This is an optimization exercise on Yosys and OpenROAD, whose aim is small area, not a production implementation. Power and IR drop assume default switching activity.

==> flow/design.v <==
module top(clk, reset_n, M0_req, M0_address, M0_wr, M0_dout, M0_grant, M_din, timer_interrupt, fifo_cnt, fifo_flag);
	input			clk;
	input			reset_n;
	input			M0_req;
	input	[7:0]	M0_address;
	input			M0_wr;
	input	[7:0]	M0_dout;
	output			M0_grant;
	output	[7:0]	M_din;
	output			timer_interrupt;
	output	[3:0]	fifo_cnt;
	output	[5:0]	fifo_flag;
	localparam MS_IDLE = 3'b000;	 
	localparam MS_IREQ = 3'b110;	 
	localparam MS_REQ  = 3'b001;	 
	localparam MS_REQG = 3'b111;	 
	localparam MS_GRA  = 3'b010;
	localparam MS_DEL  = 3'b011;
	localparam MS_CNT  = 3'b100;
	reg		[2:0]	ms;
	reg		[1:0]	cs;
	reg		[7:0]	cv;		 
	reg		[7:0]	lv;		 
	reg		[7:0]	la;		 
	reg				con;	 
	localparam C_NONE  = 3'b000;
	localparam C_READ  = 3'b001;
	localparam C_EMPTY = 3'b011;
	localparam C_RERR  = 3'b010;
	localparam C_WRITE = 3'b101;
	localparam C_FULL  = 3'b111;
	localparam C_WERR  = 3'b110;
	reg		[2:0]	cat;
	reg		[1:0]	fr;		 
	reg		[2:0]	rsrc;	 
	reg		[15:0]	cnt_all;
	reg		[11:0]	hd_all;
	reg		[7:0]	mem [0:31];
	wire			m1_own = ms[1] & (ms[0] | ~ms[2]);
	assign			M0_grant = ~m1_own;
	wire	[7:0]	addr = m1_own ? ((ms == MS_GRA) ? la : 8'h00) : M0_address;
	wire			wr = ~m1_own & M0_wr;
	wire	[7:0]	din = M0_dout;
	wire			fhit = (addr[7:4] == 4'h1) && (addr[3:0] != 4'h0) && (addr[3:0] <= 4'h4);
	wire	[1:0]	f = addr[1:0] - 2'd1;
	wire	[3:0]	c = cnt_all[f*4 +: 4];
	wire	[2:0]	h = hd_all[f*3 +: 3];
	wire			c_full = c[3];
	wire			c_empty = (c == 4'h0);
	wire			do_w = fhit & wr & ~c_full;
	wire			do_r = fhit & ~wr & ~c_empty;
	wire	[2:0]	wslot = h + c[2:0] + 3'd1;
	always @(posedge clk or negedge reset_n)
	begin
		if (!reset_n)
		begin
			cnt_all <= 16'h0;
			hd_all <= 12'h0;
		end
		else
		begin
			if (do_w)
				cnt_all[f*4 +: 4] <= c + 4'h1;
			if (do_r)
			begin
				cnt_all[f*4 +: 4] <= c - 4'h1;
				hd_all[f*3 +: 3] <= h + 3'h1;
			end
		end
	end
	always @(posedge clk)
		if (do_w)
			mem[{f, wslot}] <= din;
	wire	[2:0]	p = (fr == f) ? cat : C_NONE;
	reg		[2:0]	ncat;
	always @*
	begin
		if (!fhit)
			ncat = C_NONE;
		else if (wr)
		begin
			if (p[2] & p[1])
				ncat = C_WERR;
			else if (p == C_WRITE)
				ncat = (c == 4'h7) ? C_FULL : C_WRITE;
			else if (p != C_NONE)
				ncat = C_WRITE;
			else
				ncat = (c == 4'h7) ? C_FULL : c_full ? C_WERR : C_WRITE;
		end
		else
		begin
			if (~p[2] & p[1])
				ncat = C_RERR;
			else if (p == C_READ)
				ncat = (c == 4'h1) ? C_EMPTY : C_READ;
			else if (p != C_NONE)
				ncat = C_READ;
			else
				ncat = (c == 4'h1) ? C_EMPTY : c_empty ? C_RERR : C_READ;
		end
	end
	wire			trd = ~wr & (addr[7:3] == 5'b00100) & (addr[2:0] != 3'd0) & (addr[2:0] != 3'd7);
	wire	[2:0]	nrsrc = do_r ? 3'd7 : trd ? addr[2:0] : 3'd0;
	always @(posedge clk or negedge reset_n)
	begin
		if (!reset_n)
		begin
			cat <= C_NONE;
			rsrc <= 3'd0;
		end
		else
		begin
			cat <= ncat;
			rsrc <= nrsrc;
		end
	end
	always @(posedge clk)
		fr <= f;
	wire			twr = wr & (addr[7:4] == 4'h2);
	wire			start = twr & (addr[3:0] == 4'h0) & (din == 8'h01) & (ms == MS_IDLE) & (cs == 2'b00);
	wire			clr = twr & (addr[3:0] == 4'h1) & (din == 8'h00);
	always @(posedge clk or negedge reset_n)
	begin
		if (!reset_n)
			ms <= MS_IDLE;
		else
			case (ms)
			MS_IDLE:	ms <= start ? MS_IREQ : MS_IDLE;
			MS_IREQ:	ms <= MS_REQ;
			MS_REQ:		ms <= M0_req ? MS_REQ : MS_REQG;
			MS_REQG:	ms <= MS_GRA;
			MS_GRA:		ms <= MS_DEL;
			MS_DEL:		ms <= MS_CNT;
			default:	ms <= MS_IDLE;
			endcase
	end
	wire	[2:0]	msd = (ms[2] & ms[1]) ? {2'b00, ms[0]} : ms;
	wire	[1:0]	csd = {cs[1], cs[0] & ~cs[1]};
	always @(posedge clk or negedge reset_n)
	begin
		if (!reset_n)
		begin
			cs <= 2'b00;
			cv <= 8'h00;
		end
		else
			case (cs)
			2'b00:
				if ((ms == MS_CNT) && (lv != 8'h00))
				begin
					cs <= 2'b01;
					cv <= lv;
				end
			2'b01:
				if (cv == 8'h00)
					cs <= 2'b10;
				else
					cv <= cv - 8'h01;
			2'b10:
				if (clr)
					cs <= 2'b11;
			default:
				if (con)
				begin
					cs <= 2'b01;
					cv <= lv;
				end
				else
					cs <= 2'b00;
			endcase
	end
	always @(posedge clk or negedge reset_n)
	begin
		if (!reset_n)
		begin
			con <= 1'b0;
			la <= 8'h00;
			lv <= 8'h00;
		end
		else
		begin
			if (twr & (addr[3:0] == 4'h2) & (din[7:1] == 7'h00))
				con <= din[0];
			if (twr & (addr[3:0] == 4'h3))
				la <= din;
			if (ms == MS_DEL)
				lv <= M_din;
		end
	end
	assign timer_interrupt = cs[1];
	wire	[2:0]	hr = hd_all[fr*3 +: 3];
	wire	[7:0]	fdata = mem[{fr, hr}];
	reg		[7:0]	rdata;
	always @*
		case (rsrc)
		3'd1:		rdata = {7'h00, cs[1]};
		3'd2:		rdata = {7'h00, con};
		3'd3:		rdata = la;
		3'd4:		rdata = lv;
		3'd5:		rdata = cv;
		3'd6:		rdata = {3'b000, msd, csd};
		3'd7:		rdata = fdata;
		default:	rdata = 8'h00;
		endcase
	assign M_din = rdata;
	wire			fvalid = (cat != C_NONE);
	wire	[3:0]	rc = fvalid ? cnt_all[fr*4 +: 4] : 4'h0;
	assign fifo_cnt = rc;
	assign fifo_flag[5] = rc[3];
	assign fifo_flag[4] = fvalid & (rc == 4'h0);
	assign fifo_flag[3] = cat[2] & cat[0];
	assign fifo_flag[2] = cat[2] & cat[1] & ~cat[0];
	assign fifo_flag[1] = ~cat[2] & cat[0];
	assign fifo_flag[0] = ~cat[2] & cat[1] & ~cat[0];
endmodule
make LEC_CHECK=0 CAP_MARGIN=20 CORE_MARGIN=2 CORE_UTILIZATION=70 CTS_BUF_LIST=sky130_fd_sc_hd__clkbuf_8 SLEW_MARGIN=20 finish   # period 6.0 ns
run.sh (not shown) runs the stock make flow with config.mk's settings and CLKGATE_MAP_FILE= SYNTH_SCRIPT=/design/flow/synth_recipe.tcl, a recipe that flattens the netlist after the stock synthesis.
The baseline completed without violations.
Next try:
CORE_UTILIZATION = 40   (was 70)
CTS_BUF_LIST = default   (was sky130_fd_sc_hd__clkbuf_8)
Routed wire length climbs by 2.0%.
Area after synthesis is unchanged.
Cell area rises by 2.9%.
Total power goes up by 7.4%.
Final cell count came out higher by 13%.
Function was not checked in any run of this note: the RTL went through the layout flow alone.

[what the ideal ports hide]
The results above use ideal ports. As a check the final layouts listed here were re-extracted and re-timed, cells and wires unchanged.
Step 1 (the two cells are an assumption about what drives the block):
set clk [get_ports {clk}]
set_driving_cell -lib_cell sky130_fd_sc_hd__clkbuf_16 $clk
set_driving_cell -lib_cell sky130_fd_sc_hd__buf_2 [delete_from_list [all_inputs] $clk]
Step 2 also shifts input and output timing later by t, the mid clock arrival at the registers, as if the neighbouring blocks saw the same clock.
a / b / c = no drivers / after step 1 / after step 2; a / b = the first two.
| run | t, ns | setup slack, ns | hold WS [ns] | worst setup path at the end | pins driven straight from the clock port |
|---|---|---|---|---|---|
| the first run | 0.627 | 0.450 / 0.411 / 0.433 | 0.540 / 0.540 / 0.540 | input to register | 1 |
| the second run | 0.570 | 0.533 / 0.484 / 0.329 | 0.516 / 0.516 / 0.516 | input to register | 1 |
After both steps setup and hold are still met in every run listed. The setup slack of the second run, which loses most, moves by -0.049 ns with the drivers and by -0.204 ns with both steps.
